Source: an optimization exercise on an open RTL-to-GDS flow (aim: small area). Production flows keep margins and buffers that such runs may drop.
Only simulation tests tie the RTL to the original design; equivalence was not proved.
Power and IR drop assume default switching activity.

==> job 8093 <==
// m68k_periph
module m68k_periph(
	input clk,
	input reset_n,
	input  [31:0] bus_addr,
	input  [15:0] bus_wdata,
	output [15:0] bus_rdata,
	input  bus_uds,
	input  bus_lds,
	input  bus_rw,
	output bus_ack,
	output [2:0] ipl_n,
	output tx,
	input rx,
	output [7:0] leds,
	output [17:0] ram_addr,
	input  [31:0] ram_data_read,
	output [31:0] ram_data_write,
	output ram_data_is_output,
	output [1:0] ram_ce_n,
	output [1:0] ram_ub_n,
	output [1:0] ram_lb_n,
	output [1:0] ram_we_n,
	output [1:0] ram_oe_n,
	input spi_miso,
	output spi_mosi,
	output spi_clk,
	output [2:0] spi_cs_n
);
Settings: LEC_CHECK=0, CAP_MARGIN=5, CORE_MARGIN=2, CORE_UTILIZATION=40, GPL_TIMING_DRIVEN=0, SLEW_MARGIN=5; clock period 10.0 ns.
standard.sh (not shown) runs the stock make flow with config.mk's settings and CLKGATE_MAP_FILE= SYNTH_SCRIPT=/design/flow/synth_recipe.tcl, a recipe that flattens the netlist after the stock synthesis.
==> flow/flow/run.sh <==
#!/bin/bash
# The standard ORFS layout with these changes:
#  - synthesis: no prefix-adder extra map, no adder extraction, an
#    area-oriented ABC script (flow/abc.script) and no buffers on
#    pass-through wires; registers are mapped exactly as in the standard
#    synthesis (dfflibmap runs before ABC, which only remaps combinational
#    logic);
#  - port buffers are sky130_fd_sc_hd__buf_1;
#  - clock tree: clusters of at most 9 sinks on clkbuf_4, no dummy loads.
# ORFS's full output goes to orfs_make.log, each step's log to orfs/logs/.
set -euo pipefail
W=$(pwd)
{
  head -n 1 synth_recipe.tcl
  cat <<'EOT'
proc abc {args} {
  set i [lsearch -exact $args -script]
  if {$i >= 0} { lset args [expr {$i + 1}] $::env(MY_ABC_SCRIPT) }
  yosys abc {*}$args
}
EOT
  tail -n +2 synth_recipe.tcl
} > my_synth.tcl
export MY_ABC_SCRIPT="$W/flow/abc.script"
export BUFFER_PORTS_ARGS="-buffer_cell sky130_fd_sc_hd__buf_1"
export CTS_ARGS="-sink_clustering_enable -repair_clock_nets -dont_use_dummy_load -sink_clustering_size 9 -sink_clustering_max_diameter 60 -buf_list {sky130_fd_sc_hd__clkbuf_4}"
bash standard.sh SYNTH_SCRIPT="$W/my_synth.tcl" SYNTH_OPERATIONS_ARGS=-noshare ADDER_MAP_FILE= SYNTH_INSBUF=0 finish > orfs_make.log 2>&1
==> flow/flow/abc.script <==
strash
ifraig
scorr
dc2
strash
&get -n
&dch -f
&nf -R 1000
&put
==> job 9357 (differences from job 8093) <==
--- a/flow/design.v
+++ b/flow/design.v
@@ -61,32 +61,30 @@
 		else if (ph != 2'd3)
 			ph <= { ph[1] ^ ph[0], ~ph[0] };
 	end
 	reg ram_rd;       
 	reg ram_w0;       
-	reg [3:0] ram_be_n;  
-	wire [3:0] ram_be = ~ram_be_n;
+	reg [3:0] ram_be;  
 	always @(posedge clk) begin
 		ram_rd <= reset_n & sel_ram & rw & ~ph[1];
 		ram_w0 <= reset_n & sel_ram & ~rw & (ph == 2'd0);
-		ram_be_n <= ~({4{reset_n & sel_ram & ~rw}} &
-			{ bus_addr[1] & uds, bus_addr[1] & lds, ~bus_addr[1] & uds, ~bus_addr[1] & lds });
+		ram_be <= {4{reset_n & sel_ram & ~rw}} &
+			{ bus_addr[1] & uds, bus_addr[1] & lds, ~bus_addr[1] & uds, ~bus_addr[1] & lds };
 	end
 	wire ram_w1 = ram_w0 & (ram_be[3] | ram_be[2]);
 	wire ram_w0b = ram_w0 & (ram_be[1] | ram_be[0]);
 	assign ram_addr = bus_addr[19:2];
 	assign ram_oe_n = {2{~ram_rd}};
 	assign ram_we_n = { ~ram_w1, ~ram_w0b };
 	assign ram_ce_n = { ~(ram_rd | ram_w1), ~(ram_rd | ram_w0b) };
 	assign ram_ub_n = { ~(ram_rd | (ram_w0 & ram_be[3])), ~(ram_rd | (ram_w0 & ram_be[1])) };
 	assign ram_lb_n = { ~(ram_rd | (ram_w0 & ram_be[2])), ~(ram_rd | (ram_w0 & ram_be[0])) };
 	assign ram_data_is_output = ram_w0;
-	reg [15:0] rd_n;    
-	wire [15:0] rd = ~rd_n;
-	assign ram_data_write = ~{
-		{8{ram_be_n[3]}} | rd_n[15:8], {8{ram_be_n[2]}} | rd_n[7:0],
-		{8{ram_be_n[1]}} | rd_n[15:8], {8{ram_be_n[0]}} | rd_n[7:0] };
+	reg [15:0] rd;
+	assign ram_data_write = {
+		{8{ram_be[3]}} & rd[15:8], {8{ram_be[2]}} & rd[7:0],
+		{8{ram_be[1]}} & rd[15:8], {8{ram_be[0]}} & rd[7:0] };
 	wire [15:0] ram_half = bus_addr[1] ? ram_data_read[31:16] : ram_data_read[15:0];
 	localparam TICK = 7'd108;  
 	localparam TX_IDLE = 4'd0, TX_STOP1 = 4'd1, TX_STOP2 = 4'd2, TX_LAST = 4'd3,
 		TX_DONE = 4'd4, TX_LOAD = 4'd5, TX_START = 4'd7;  
 	reg [6:0] baud;
@@ -358,22 +356,22 @@
 	wire s_s3 = reset_n & sel_spi & a71[1] & a71[0];
 	wire s_i1 = reset_n & sel_int & ~a71[2] & ~a71[1] & a71[0];
 	wire s_i3 = reset_n & sel_int & ~a71[2] & a71[1] & a71[0];
 	wire s_i5 = reset_n & sel_int & a71[2] & a71[0];
 	always @(posedge clk) begin
-		rd_n <= ~(({16{s_ram_cap}} & ram_half) |
+		rd <= ({16{s_ram_cap}} & ram_half) |
 		      ({16{s_ram_hold}} & rd) |
 		      ({16{s_ram_wr}} & wd) |
 		      ({16{sel_tmr}} & td_next) |
 		      { {8{s_l}} & leds_r,
 		        ({8{s_u1}} & fifo_out) |
 		        ({8{s_u3}} & uart_status) |
 		        ({8{s_s1}} & spi_sr[7:0]) |
 		        ({8{s_s3}} & { 1'b0, spi_cs, spi_div, spi_active }) |
 		        ({8{s_i1}} & { 7'd0, gie }) |
 		        ({8{s_i3}} & int_en) |
-		        ({8{s_i5}} & int_status) });
+		        ({8{s_i5}} & int_status) };
 	end
 	assign bus_rdata = rd;
 	assign bus_ack =
 		sel_ram  ? (rw ? (ph == 2'd3) : ph[1]) :
 		sel_uart ? ack_uart :
==> flow/flow/run.sh (replaced) <==
#!/bin/bash
# The standard ORFS layout with these changes:
#  - synthesis: no prefix-adder extra map, no adder extraction, an
#    area-oriented ABC script (flow/abc.script) and no buffers on
#    pass-through wires; registers are mapped exactly as in the standard
#    synthesis (dfflibmap runs before ABC, which only remaps combinational
#    logic);
#  - port buffers are sky130_fd_sc_hd__buf_1;
#  - clock tree: smaller sink clusters of clkbuf_4/clkbuf_8, no dummy loads.
# ORFS's full output goes to orfs_make.log, each step's log to orfs/logs/.
set -euo pipefail
W=$(pwd)
{
  head -n 1 synth_recipe.tcl
  cat <<'EOT'
proc abc {args} {
  set i [lsearch -exact $args -script]
  if {$i >= 0} { lset args [expr {$i + 1}] $::env(MY_ABC_SCRIPT) }
  yosys abc {*}$args
}
EOT
  tail -n +2 synth_recipe.tcl
} > my_synth.tcl
export MY_ABC_SCRIPT="$W/flow/abc.script"
export BUFFER_PORTS_ARGS="-buffer_cell sky130_fd_sc_hd__buf_1"
export CTS_ARGS="-sink_clustering_enable -repair_clock_nets -dont_use_dummy_load -sink_clustering_size 12 -sink_clustering_max_diameter 100 -buf_list {sky130_fd_sc_hd__clkbuf_4 sky130_fd_sc_hd__clkbuf_8}"
bash standard.sh SYNTH_SCRIPT="$W/my_synth.tcl" SYNTH_OPERATIONS_ARGS=-noshare ADDER_MAP_FILE= SYNTH_INSBUF=0 finish > orfs_make.log 2>&1
CAP_MARGIN = 20   (was 5)
SLEW_MARGIN = 20   (was 5)
==> job 2705 (differences from job 8093) <==
--- a/flow/design.v
+++ b/flow/design.v
@@ -61,32 +61,30 @@
 		else if (ph != 2'd3)
 			ph <= { ph[1] ^ ph[0], ~ph[0] };
 	end
 	reg ram_rd;       
 	reg ram_w0;       
-	reg [3:0] ram_be_n;  
-	wire [3:0] ram_be = ~ram_be_n;
+	reg [3:0] ram_be;  
 	always @(posedge clk) begin
 		ram_rd <= reset_n & sel_ram & rw & ~ph[1];
 		ram_w0 <= reset_n & sel_ram & ~rw & (ph == 2'd0);
-		ram_be_n <= ~({4{reset_n & sel_ram & ~rw}} &
-			{ bus_addr[1] & uds, bus_addr[1] & lds, ~bus_addr[1] & uds, ~bus_addr[1] & lds });
+		ram_be <= {4{reset_n & sel_ram & ~rw}} &
+			{ bus_addr[1] & uds, bus_addr[1] & lds, ~bus_addr[1] & uds, ~bus_addr[1] & lds };
 	end
 	wire ram_w1 = ram_w0 & (ram_be[3] | ram_be[2]);
 	wire ram_w0b = ram_w0 & (ram_be[1] | ram_be[0]);
 	assign ram_addr = bus_addr[19:2];
 	assign ram_oe_n = {2{~ram_rd}};
 	assign ram_we_n = { ~ram_w1, ~ram_w0b };
 	assign ram_ce_n = { ~(ram_rd | ram_w1), ~(ram_rd | ram_w0b) };
 	assign ram_ub_n = { ~(ram_rd | (ram_w0 & ram_be[3])), ~(ram_rd | (ram_w0 & ram_be[1])) };
 	assign ram_lb_n = { ~(ram_rd | (ram_w0 & ram_be[2])), ~(ram_rd | (ram_w0 & ram_be[0])) };
 	assign ram_data_is_output = ram_w0;
-	reg [15:0] rd_n;    
-	wire [15:0] rd = ~rd_n;
-	assign ram_data_write = ~{
-		{8{ram_be_n[3]}} | rd_n[15:8], {8{ram_be_n[2]}} | rd_n[7:0],
-		{8{ram_be_n[1]}} | rd_n[15:8], {8{ram_be_n[0]}} | rd_n[7:0] };
+	reg [15:0] rd;
+	assign ram_data_write = {
+		{8{ram_be[3]}} & rd[15:8], {8{ram_be[2]}} & rd[7:0],
+		{8{ram_be[1]}} & rd[15:8], {8{ram_be[0]}} & rd[7:0] };
 	wire [15:0] ram_half = bus_addr[1] ? ram_data_read[31:16] : ram_data_read[15:0];
 	localparam TICK = 7'd108;  
 	localparam TX_IDLE = 4'd0, TX_STOP1 = 4'd1, TX_STOP2 = 4'd2, TX_LAST = 4'd3,
 		TX_DONE = 4'd4, TX_LOAD = 4'd5, TX_START = 4'd7;  
 	reg [6:0] baud;
@@ -358,22 +356,22 @@
 	wire s_s3 = reset_n & sel_spi & a71[1] & a71[0];
 	wire s_i1 = reset_n & sel_int & ~a71[2] & ~a71[1] & a71[0];
 	wire s_i3 = reset_n & sel_int & ~a71[2] & a71[1] & a71[0];
 	wire s_i5 = reset_n & sel_int & a71[2] & a71[0];
 	always @(posedge clk) begin
-		rd_n <= ~(({16{s_ram_cap}} & ram_half) |
+		rd <= ({16{s_ram_cap}} & ram_half) |
 		      ({16{s_ram_hold}} & rd) |
 		      ({16{s_ram_wr}} & wd) |
 		      ({16{sel_tmr}} & td_next) |
 		      { {8{s_l}} & leds_r,
 		        ({8{s_u1}} & fifo_out) |
 		        ({8{s_u3}} & uart_status) |
 		        ({8{s_s1}} & spi_sr[7:0]) |
 		        ({8{s_s3}} & { 1'b0, spi_cs, spi_div, spi_active }) |
 		        ({8{s_i1}} & { 7'd0, gie }) |
 		        ({8{s_i3}} & int_en) |
-		        ({8{s_i5}} & int_status) });
+		        ({8{s_i5}} & int_status) };
 	end
 	assign bus_rdata = rd;
 	assign bus_ack =
 		sel_ram  ? (rw ? (ph == 2'd3) : ph[1]) :
 		sel_uart ? ack_uart :
==> flow/flow/run.sh (replaced) <==
#!/bin/bash
# The standard ORFS layout with these changes:
#  - synthesis: no prefix-adder extra map, no adder extraction, an
#    area-oriented ABC script (flow/abc.script) and no buffers on
#    pass-through wires; registers are mapped exactly as in the standard
#    synthesis (dfflibmap runs before ABC, which only remaps combinational
#    logic);
#  - port buffers are sky130_fd_sc_hd__buf_1;
#  - clock tree: small sink clusters of clkbuf_4, no dummy loads.
# ORFS's full output goes to orfs_make.log, each step's log to orfs/logs/.
set -euo pipefail
W=$(pwd)
{
  head -n 1 synth_recipe.tcl
  cat <<'EOT'
proc abc {args} {
  set i [lsearch -exact $args -script]
  if {$i >= 0} { lset args [expr {$i + 1}] $::env(MY_ABC_SCRIPT) }
  yosys abc {*}$args
}
EOT
  tail -n +2 synth_recipe.tcl
} > my_synth.tcl
export MY_ABC_SCRIPT="$W/flow/abc.script"
export BUFFER_PORTS_ARGS="-buffer_cell sky130_fd_sc_hd__buf_1"
export CTS_ARGS="-sink_clustering_enable -repair_clock_nets -dont_use_dummy_load -sink_clustering_size 8 -sink_clustering_max_diameter 50 -buf_list {sky130_fd_sc_hd__clkbuf_4}"
bash standard.sh SYNTH_SCRIPT="$W/my_synth.tcl" SYNTH_OPERATIONS_ARGS=-noshare ADDER_MAP_FILE= SYNTH_INSBUF=0 finish > orfs_make.log 2>&1
CAP_MARGIN = 20   (was 5)
SLEW_MARGIN = 20   (was 5)
==> job 2818 (differences from job 8093) <==
--- a/flow/design.v
+++ b/flow/design.v
@@ -61,32 +61,30 @@
 		else if (ph != 2'd3)
 			ph <= { ph[1] ^ ph[0], ~ph[0] };
 	end
 	reg ram_rd;       
 	reg ram_w0;       
-	reg [3:0] ram_be_n;  
-	wire [3:0] ram_be = ~ram_be_n;
+	reg [3:0] ram_be;  
 	always @(posedge clk) begin
 		ram_rd <= reset_n & sel_ram & rw & ~ph[1];
 		ram_w0 <= reset_n & sel_ram & ~rw & (ph == 2'd0);
-		ram_be_n <= ~({4{reset_n & sel_ram & ~rw}} &
-			{ bus_addr[1] & uds, bus_addr[1] & lds, ~bus_addr[1] & uds, ~bus_addr[1] & lds });
+		ram_be <= {4{reset_n & sel_ram & ~rw}} &
+			{ bus_addr[1] & uds, bus_addr[1] & lds, ~bus_addr[1] & uds, ~bus_addr[1] & lds };
 	end
 	wire ram_w1 = ram_w0 & (ram_be[3] | ram_be[2]);
 	wire ram_w0b = ram_w0 & (ram_be[1] | ram_be[0]);
 	assign ram_addr = bus_addr[19:2];
 	assign ram_oe_n = {2{~ram_rd}};
 	assign ram_we_n = { ~ram_w1, ~ram_w0b };
 	assign ram_ce_n = { ~(ram_rd | ram_w1), ~(ram_rd | ram_w0b) };
 	assign ram_ub_n = { ~(ram_rd | (ram_w0 & ram_be[3])), ~(ram_rd | (ram_w0 & ram_be[1])) };
 	assign ram_lb_n = { ~(ram_rd | (ram_w0 & ram_be[2])), ~(ram_rd | (ram_w0 & ram_be[0])) };
 	assign ram_data_is_output = ram_w0;
-	reg [15:0] rd_n;    
-	wire [15:0] rd = ~rd_n;
-	assign ram_data_write = ~{
-		{8{ram_be_n[3]}} | rd_n[15:8], {8{ram_be_n[2]}} | rd_n[7:0],
-		{8{ram_be_n[1]}} | rd_n[15:8], {8{ram_be_n[0]}} | rd_n[7:0] };
+	reg [15:0] rd;
+	assign ram_data_write = {
+		{8{ram_be[3]}} & rd[15:8], {8{ram_be[2]}} & rd[7:0],
+		{8{ram_be[1]}} & rd[15:8], {8{ram_be[0]}} & rd[7:0] };
 	wire [15:0] ram_half = bus_addr[1] ? ram_data_read[31:16] : ram_data_read[15:0];
 	localparam TICK = 7'd108;  
 	localparam TX_IDLE = 4'd0, TX_STOP1 = 4'd1, TX_STOP2 = 4'd2, TX_LAST = 4'd3,
 		TX_DONE = 4'd4, TX_LOAD = 4'd5, TX_START = 4'd7;  
 	reg [6:0] baud;
@@ -358,22 +356,22 @@
 	wire s_s3 = reset_n & sel_spi & a71[1] & a71[0];
 	wire s_i1 = reset_n & sel_int & ~a71[2] & ~a71[1] & a71[0];
 	wire s_i3 = reset_n & sel_int & ~a71[2] & a71[1] & a71[0];
 	wire s_i5 = reset_n & sel_int & a71[2] & a71[0];
 	always @(posedge clk) begin
-		rd_n <= ~(({16{s_ram_cap}} & ram_half) |
+		rd <= ({16{s_ram_cap}} & ram_half) |
 		      ({16{s_ram_hold}} & rd) |
 		      ({16{s_ram_wr}} & wd) |
 		      ({16{sel_tmr}} & td_next) |
 		      { {8{s_l}} & leds_r,
 		        ({8{s_u1}} & fifo_out) |
 		        ({8{s_u3}} & uart_status) |
 		        ({8{s_s1}} & spi_sr[7:0]) |
 		        ({8{s_s3}} & { 1'b0, spi_cs, spi_div, spi_active }) |
 		        ({8{s_i1}} & { 7'd0, gie }) |
 		        ({8{s_i3}} & int_en) |
-		        ({8{s_i5}} & int_status) });
+		        ({8{s_i5}} & int_status) };
 	end
 	assign bus_rdata = rd;
 	assign bus_ack =
 		sel_ram  ? (rw ? (ph == 2'd3) : ph[1]) :
 		sel_uart ? ack_uart :
==> flow/flow/run.sh (replaced) <==
#!/bin/bash
# The standard ORFS layout with these changes:
#  - synthesis: no prefix-adder extra map, no adder extraction, an
#    area-oriented ABC script (flow/abc.script) and no buffers on
#    pass-through wires; registers are mapped exactly as in the standard
#    synthesis (dfflibmap runs before ABC, which only remaps combinational
#    logic);
#  - port buffers are sky130_fd_sc_hd__buf_1;
#  - clock tree: small sink clusters of clkbuf_4, no dummy loads.
# ORFS's full output goes to orfs_make.log, each step's log to orfs/logs/.
set -euo pipefail
W=$(pwd)
{
  head -n 1 synth_recipe.tcl
  cat <<'EOT'
proc abc {args} {
  set i [lsearch -exact $args -script]
  if {$i >= 0} { lset args [expr {$i + 1}] $::env(MY_ABC_SCRIPT) }
  yosys abc {*}$args
}
EOT
  tail -n +2 synth_recipe.tcl
} > my_synth.tcl
export MY_ABC_SCRIPT="$W/flow/abc.script"
export BUFFER_PORTS_ARGS="-buffer_cell sky130_fd_sc_hd__buf_1"
export CTS_ARGS="-sink_clustering_enable -repair_clock_nets -dont_use_dummy_load -sink_clustering_size 8 -sink_clustering_max_diameter 50 -buf_list {sky130_fd_sc_hd__clkbuf_4}"
bash standard.sh SYNTH_SCRIPT="$W/my_synth.tcl" SYNTH_OPERATIONS_ARGS=-noshare ADDER_MAP_FILE= SYNTH_INSBUF=0 finish > orfs_make.log 2>&1
CAP_MARGIN = 20   (was 5)
CORE_UTILIZATION = 60   (was 40)
SLEW_MARGIN = 20   (was 5)
==> comparison table <==
| quantity | job 2705 | job 2818 | job 8093 | job 9357 |
|---|---|---|---|---|
| Result of the run | timing/DRC/antenna clean | timing/DRC/antenna clean | timing/DRC/antenna clean | timing/DRC/antenna clean |
| Worst Path Max Fanout | 11 | 11 | 9 | 11 |
| Count of vias placed by the detailed router | 10200 | 10400 | 10400 | 10100 |
| Source of the worst register-to-register timing path | timer[0] | timer[0] | timer[2] | timer[0] |
| Average footprint of a synthesized cell | 10.2 um2 | 10.2 um2 | 10.1 um2 | 10.2 um2 |
| Detailed-router iteration count before antenna repair | 8 | 6 | 6 | 6 |
| Portion of netlist area occupied by mux cells | 3.18% | 3.18% | 3.58% | 3.18% |
| IR drop worst, VDD | 0.0762 mV | 0.0998 mV | 0.100 mV | 0.0966 mV |
| Maximum clock frequency | 153 MHz | 148 MHz | 156 MHz | 153 MHz |
| Most frequent cell after synthesis | sky130_fd_sc_hd__nand2_1 | sky130_fd_sc_hd__nand2_1 | - | sky130_fd_sc_hd__nand2_1 |
| Met1 GRT Util | 32.1% | 46.2% | 31.9% | 31.8% |
| Basic-gate share of the synthesized area counting and, or, nand and nor cells | 19.8% | 19.8% | 18.7% | 19.8% |
| Count of cells along the worst register-to-register path | 19 | 19 | 18 | 19 |
| Arr. time, crit path | 4.53 ns | 4.74 ns | 4.42 ns | 4.52 ns |
| Largest net degree at the start of global routing | 39 | 44 | 54 | 39 |
| Non-CTS buffers | 186 | 185 | 187 | 186 |
| Multi-input gate area | 0.00520 mm2 | 0.00520 mm2 | 0.00513 mm2 | 0.00520 mm2 |
| Post-Place Worst Slack | 3.56 ns | 3.38 ns | 3.59 ns | 3.56 ns |
| Count of fill cells added during filler insertion | 2868 | 1585 | 2800 | 2858 |
| Depth of the CTS H-tree | 2 | 2 | 2 | 1 |
| Vertical die dimension | 176 um | 144 um | 176 um | 176 um |
| Die W | 176 um | 144 um | 176 um | 176 um |
| Cell Count Post-Placement | 1727 | 1607 | 1735 | 1727 |
| Share of synthesized area occupied by flip-flops and latches | 55.5% | 55.5% | 55.5% | 55.5% |
| Post-DP HPWL | 26.8 mm | 24.8 mm | 26.7 mm | 26.8 mm |
| Setup slack of the critical path after layout | 3.47 ns | 3.26 ns | 3.58 ns | 3.48 ns |

==> port drivers added, routing unchanged <==
How much do the figures lean on ideal ports? The routed layouts below were timed once more, with nothing changed but the port constraints. Step 1 sets driving cells, clkbuf_16 on the clock port and buf_2 on the other inputs (assumed; they add their load-dependent delay and slew). Step 2 moves the port delays by t, midway between the first and last clock arrival at a register: inputs arrive t later, outputs are due t later. That takes back most of the time a late clock gives input paths. Slacks: ideal ports / drivers / drivers and shift; pairs: ideal ports / drivers.
run	t, ns	setup WS [ns]	worst setup path at the end	slew at the worst register clock pin (ns)	pins driven straight from the clock port
job 8093	0.659	3.577 / 3.551 / 3.551	input to output	0.11 / 0.11	1
job 9357	0.595	3.479 / 3.452 / 3.452	input to output	0.09 / 0.09	1
job 2705	0.695	3.474 / 3.447 / 3.447	input to output	0.10 / 0.10	1
job 2818	0.682	3.258 / 3.225 / 3.225	input to output	0.10 / 0.10	1
After both steps setup and hold are still met in every run listed. The setup slack of job 2818, which loses most, moves by -0.033 ns with the drivers and by -0.033 ns with both steps.
